Context: an optimization exercise on an open-source flow, tuned for small area and a short achievable clock period. The choices shown serve that exercise and are no tape-out recipe.
Where RTL was checked, it was by simulation tests only, not by an equivalence proof against the original.

build 93:
Design IDP_encoder_42, start of the top module:
module IDP_encoder_42(
  input wire [28:0] datain,
  input wire clock,
  output reg [41:0] codeout
);
  wire t_a63245986_b1 = ~datain[1];
  wire t_a63245986_b2 = (~datain[2] & t_a63245986_b1);
  wire t_a63245986_b3 = (~datain[3] & t_a63245986_b2);
  wire t_a63245986_b4 = (~datain[4] & t_a63245986_b3);
  wire t_a63245986_b5 = (~datain[5] | t_a63245986_b4);
  wire t_a63245986_b6 = (~datain[6] & t_a63245986_b5);
  wire t_a63245986_b7 = (~datain[7] | t_a63245986_b6);
  wire t_a63245986_b8 = (~datain[8] & t_a63245986_b7);
  wire t_a63245986_b9 = (~datain[9] | t_a63245986_b8);
  wire t_a63245986_b10 = (~datain[10] | t_a63245986_b9);
  wire t_a63245986_b11 = (~datain[11] | t_a63245986_b10);
  wire t_a63245986_b12 = (~datain[12] & t_a63245986_b11);
  wire t_a63245986_b13 = (~datain[13] & t_a63245986_b12);
  wire t_a63245986_b14 = (~datain[14] & t_a63245986_b13);
  wire t_a63245986_b15 = (~datain[15] & t_a63245986_b14);
  wire t_a63245986_b16 = (~datain[16] | t_a63245986_b15);
  wire t_a63245986_b17 = (~datain[17] & t_a63245986_b16);
  wire t_a63245986_b18 = (~datain[18] | t_a63245986_b17);
  wire t_a63245986_b19 = (~datain[19] & t_a63245986_b18);
  wire t_a63245986_b20 = (~datain[20] & t_a63245986_b19);
  wire t_a63245986_b21 = (~datain[21] & t_a63245986_b20);
  wire t_a63245986_b22 = (~datain[22] | t_a63245986_b21);
  wire t_a63245986_b23 = (~datain[23] | t_a63245986_b22);
  wire t_a63245986_b24 = (~datain[24] | t_a63245986_b23);
  wire t_a63245986_b25 = (~datain[25] | t_a63245986_b24);
  wire t_a63245986_b26 = (~datain[26] & t_a63245986_b25);
  wire t_a63245986_b27 = (~datain[27] & t_a63245986_b26);
  wire t_a63245986_b28 = (~datain[28] & t_a63245986_b27);
  wire t_a165580141_b29 = ~datain[0];
  wire t_a165580141_b30 = (~datain[1] & t_a165580141_b29);
  wire t_a165580141_b31 = (~datain[2] | t_a165580141_b30);
  wire t_a165580141_b32 = (~datain[3] | t_a165580141_b31);
  wire t_a165580141_b33 = (~datain[4] & t_a165580141_b32);
  wire t_a165580141_b34 = (~datain[5] | t_a165580141_b33);
  wire t_a165580141_b35 = (~datain[6] | t_a165580141_b34);
  wire t_a165580141_b36 = (~datain[7] & t_a165580141_b35);
  wire t_a165580141_b37 = (~datain[8] | t_a165580141_b36);
  wire t_a165580141_b38 = (~datain[9] & t_a165580141_b37);
  wire t_a165580141_b39 = (~datain[10] | t_a165580141_b38);
  wire t_a165580141_b40 = (~datain[11] | t_a165580141_b39);
  ...
Size in the first run: about 2100 cells after synthesis, ~42 flip-flops, ~0.011 mm2 of cells after synthesis.
export LEC_CHECK = 0
export ABC_AREA = 1
export CAP_MARGIN = 20
export CORE_MARGIN = 2
export CORE_UTILIZATION = 40
export CTS_CLUSTER_DIAMETER = 60
export CTS_CLUSTER_SIZE = 10
export SLEW_MARGIN = 20
create_clock -name core_clock -period 70.0 [get_ports {clock}]
standard.sh (not shown) runs the stock make flow with config.mk's settings and CLKGATE_MAP_FILE= SYNTH_SCRIPT=/design/flow/synth_recipe.tcl, a recipe that flattens the netlist after the stock synthesis.
==> flow/flow/run.sh <==
#!/bin/bash
# Own flow: the standard ORFS flow, with ORFS's area ABC script replaced by flow/abc_area.script.
set -euo pipefail
W=$(pwd)
rm -rf "$W/scripts_mod"
cp -r "$FLOW_HOME/scripts" "$W/scripts_mod"
cp "$W/flow/abc_area.script" "$W/scripts_mod/abc_area.script"
bash "$W/standard.sh" SCRIPTS_DIR="$W/scripts_mod" finish > "$W/orfs_make.log" 2>&1 || { tail -50 "$W/orfs_make.log"; exit 1; }
tail -5 "$W/orfs_make.log"
==> flow/flow/abc_area.script <==
strash
dc2
dch -f
amap -m
topo
stime -c
Here is what was changed in the inputs of build 49 compared with build 93.
Settings: CORE_UTILIZATION now 55, was 40.
==> flow/flow/abc_area.script <==
strash
dc2
dch -f
map -D 24000
topo
buffer -c
upsize -c -D 24000
dnsize -c -D 24000
Results
Build 49 reached the end of the flow, and the finished layout is clean on the timing, DRC and antenna checks.
When the final numbers for build 49 and build 93 were put side by side, the final cell count turned out to be greater in build 49.
The setup slack of build 49 is larger than that of build 93.
[compare] base=build 93 new=build 49: final cell area excluding filler cells moved up; final wirelength shrank by about 2.7%.
Build 49 ends up with a clock buffer instance count of the final layout that is 1 higher than in build 93.
Build 93 -> build 49: via count increased slightly
Build 49: end-of-flow core utilization 16 points above build 93
Relative to build 49, the following input files were edited for build 77:
==> flow/flow/abc_area.script <==
strash
dc2
dch -f
map -D 16000
topo
buffer -c
upsize -c -D 16000
dnsize -c -D 16000
==> comparison <==
- Going from build 49 to build 77, the clock period minus final worst setup slack was found to have gone down by 5.71 ns.
- Build 77 gives more number of fillers in the final layout than build 49 did.
- Re data required time of the worst path: build 77 is 0.02 ns down on build 49.
- Area growth from synthesis to layout in build 77 vs build 49: down 1.4 points
- met3 usage in global routing for build 77 is lower than for build 49.
- The synthesized area per cell reported for build 77 is greater than that of build 49 by 0.73 um2.
Setup changes, build 77 to build 53
Settings: swapping 55 for 40 in CORE_UTILIZATION.
==> flow/run.sh (new file) <==
#!/bin/bash
# synth_recipe.tcl (not shown) runs the flow's synth.tcl, then flattens the netlist and writes it again
# the make line also repeats each setting of config.mk as NAME=value (left out here)
make -C /OpenROAD-flow-scripts/flow DESIGN_CONFIG=/design/flow/config.mk WORK_HOME=/design/flow/orfs CLKGATE_MAP_FILE= SYNTH_SCRIPT=/design/flow/synth_recipe.tcl finish
removed: flow/flow/run.sh
removed: flow/flow/abc_area.script
removed: flow/standard.sh
==> comparison <==
Relative to build 77, build 53 improves minimum setup slack in the final design.
Shortest clock period the worst path allows after layout is higher on build 77
Sort build 77 and build 53 by number of distinct library cells after synthesis desc -> top: build 77
Row share of the core filled with cells in the final layout: build 53 lower / build 77 higher
On die outline width: between build 77 and build 53, it ends up lower for build 77.
Summary of build 53 over build 77: depth of the critical timing path with buffers and inverters included fell by 22, area share of and/or/nand/nor cells after synthesis now larger, total detailed-routing wirelength has increased.
Global-route wire length before repair for build 53 is higher than for build 77.
No functional check of the RTL was part of any run of this note.

---

Another version of the RTL of IDP_encoder_42 (not shown whole).
For scale: ~72 I/O pins.
Settings: LEC_CHECK=0, ABC_AREA=1, CAP_MARGIN=20, CORE_MARGIN=2, CORE_UTILIZATION=45, CTS_BUF_LIST=sky130_fd_sc_hd__clkbuf_8, CTS_CLUSTER_DIAMETER=150, CTS_CLUSTER_SIZE=40, PLACE_DENSITY=0.75, SLEW_MARGIN=20; clock period 70.0 ns.
==> flow/flow/run.sh <==
#!/bin/bash
set -euo pipefail
W=$(pwd)
rm -rf "$W/scripts_mod"
cp -r "$FLOW_HOME/scripts" "$W/scripts_mod"
cp "$W/flow/abc_area.script" "$W/scripts_mod/abc_area.script"
EXTRA=()
if [[ -f "$W/flow/make_args" ]]; then mapfile -t EXTRA < "$W/flow/make_args"; fi
bash "$W/standard.sh" SCRIPTS_DIR="$W/scripts_mod" "${EXTRA[@]}" finish > "$W/orfs_make.log" 2>&1 || { tail -50 "$W/orfs_make.log"; exit 1; }
tail -5 "$W/orfs_make.log"
==> flow/flow/abc_area.script <==
strash
dc2
dch -f
map -D 12000
strash
dc2
dch -f
map -D 12000
strash
dch -f
map -D 12000
topo
buffer -c
upsize -c -D 12000
dnsize -c -D 12000
==> flow/flow/make_args <==
BUFFER_PORTS_ARGS=-buffer_cell sky130_fd_sc_hd__buf_1
Change:
==> flow/flow/abc_area.script (replaced) <==
strash
dc2
dch -f
map -D 12000
topo
buffer -c
upsize -c -D 12000
dnsize -c -D 12000
==> flow/flow/make_args (replaced) <==
BUFFER_PORTS_ARGS=-buffer_cell sky130_fd_sc_hd__buf_2
- CTS_BUF_LIST: sky130_fd_sc_hd__clkbuf_8 -> default
- CTS_CLUSTER_DIAMETER: 150 -> 60
- CTS_CLUSTER_SIZE: 40 -> 10
Effect:
- routed wire length shrinks by 2.0%
- cell count came out higher by 1.4%
- first-iteration DRC count goes up by 14%
- sequential share of layout area fell by 0.22 points
- global-route usage drops by 1.8 points
Change:
==> flow/flow/abc_area.script (replaced) <==
strash
dc2
dch -f
map -D 12000
strash
dch -f
map -D 12000
topo
buffer -c
upsize -c -D 12000
dnsize -c -D 12000
==> flow/flow/make_args (replaced) <==
BUFFER_PORTS_ARGS=-buffer_cell sky130_fd_sc_hd__buf_1
- CTS_BUF_LIST: default -> sky130_fd_sc_hd__clkbuf_8
- CTS_CLUSTER_DIAMETER: 60 -> 150
- CTS_CLUSTER_SIZE: 10 -> 40
- GPL_ROUTABILITY_DRIVEN: default -> 0
- GPL_TIMING_DRIVEN: default -> 0
Outcome: Critical path depth came out higher by 5; wire length went down by 6.0%; clock-buffer cell count is lower by 1; via count fell by 2.6%; non-clock buffer count came out higher by 33; worst setup slack improves by 0.27 ns; sequential share of layout area stays flat.
Change:
==> flow/flow/abc_area.script (replaced) <==
strash
dc2
dch -f
map -D 11000
strash
dch -f
map -D 11000
topo
buffer -c
upsize -c -D 11000
dnsize -c -D 11000
- GPL_ROUTABILITY_DRIVEN: 0 -> default
- GPL_TIMING_DRIVEN: 0 -> default
Result: The changed run completed with no timing, DRC or antenna violations. Synthesized area increases by 7.0%. Die area goes up by 6.8%. Worst hold slack gets worse by 0.076 ns. Via count goes up by 0.58%. Design area rises by 4.9%. Worst setup slack gains 1.2 ns. Maximum frequency is higher by 4.2%.
Change:
==> flow/flow/abc_area.script (replaced) <==
strash
dc2
dch -f
map -D 14000
strash
dch -f
map -D 14000
topo
buffer -c
upsize -c -D 14000
dnsize -c -D 14000
After rerunning: The changed run went through all stages and came out clean; fmax falls by about 8%; critical path depth goes up by 8; sequential share of layout area goes up by 0.48 points; final area went down by about 7%; synthesized cell count rose by 0.55%; area after synthesis shrinks by 7.3%; wire length fell by 2.0%; cell count falls by about 1.4%; via count barely changes.
Change:
==> flow/run.sh (new file) <==
#!/bin/bash
# synth_recipe.tcl (not shown) runs the flow's synth.tcl, then flattens the netlist and writes it again
# the make line also repeats each setting of config.mk as NAME=value (left out here)
make -C /OpenROAD-flow-scripts/flow DESIGN_CONFIG=/design/flow/config.mk WORK_HOME=/design/flow/orfs CLKGATE_MAP_FILE= SYNTH_SCRIPT=/design/flow/synth_recipe.tcl finish
- CTS_BUF_LIST: sky130_fd_sc_hd__clkbuf_8 -> default
- CTS_CLUSTER_DIAMETER: 150 -> 60
- CTS_CLUSTER_SIZE: 40 -> 10
- PLACE_DENSITY: 0.75 -> default
removed: flow/flow/run.sh
removed: flow/flow/abc_area.script
removed: flow/flow/make_args
removed: flow/standard.sh
Setup slack is better by 4.3 ns. Cell area goes up by 49%. Utilization barely changes. Maximum frequency rises by 16%. Via count grows by 42%. Synthesized area rose by 48%.

port drivers added, routing unchanged:
The flow's constraints put no driver on any port. The routed layouts listed below were extracted and timed again, unchanged, in two steps.
Step 1: set_driving_cell puts a clkbuf_16 on clock and a buf_2 on each other input, an assumption about the parent block.
Step 2, shift: input delay + t, output delay - t, t = (earliest + latest rising clock arrival at the registers) / 2. This alone moves slack from input paths to output paths.
Slacks: no drivers / after step 1 / after step 2; pairs: no drivers / after step 1.
run | shift t [ns] | setup WS [ns] | worst setup path at the end | cell pins on the clock port's net
build 93 | 0.340 | 19.494 / 19.511 / 19.171 | input to register | 1
build 49 | 0.335 | 25.983 / 25.984 / 25.650 | input to register | 1
build 77 | 0.350 | 31.692 / 31.713 / 31.363 | input to register | 1
build 53 | 0.387 | 37.437 / 37.462 / 37.075 | input to register | 1
the first run of note 2 | 0.333 | 40.484 / 40.456 / 40.162 | input to register | 1
the second run of note 2 | 0.314 | 39.856 / 39.874 / 39.560 | input to register | 1
the third run of note 2 | 0.346 | 40.125 / 40.089 / 40.434 | register to output | 1
the fourth run of note 2 | 0.322 | 41.334 / 41.300 / 41.622 | register to output | 1
the fifth run of note 2 | 0.336 | 38.923 / 38.935 / 38.599 | input to register | 1
the sixth run of note 2 | 0.349 | 43.175 / 43.132 / 43.481 | register to output | 1
After both steps every run listed still meets setup and hold. The setup slack of build 53, which loses most, moves by +0.025 ns with the drivers and by -0.362 ns with both steps.
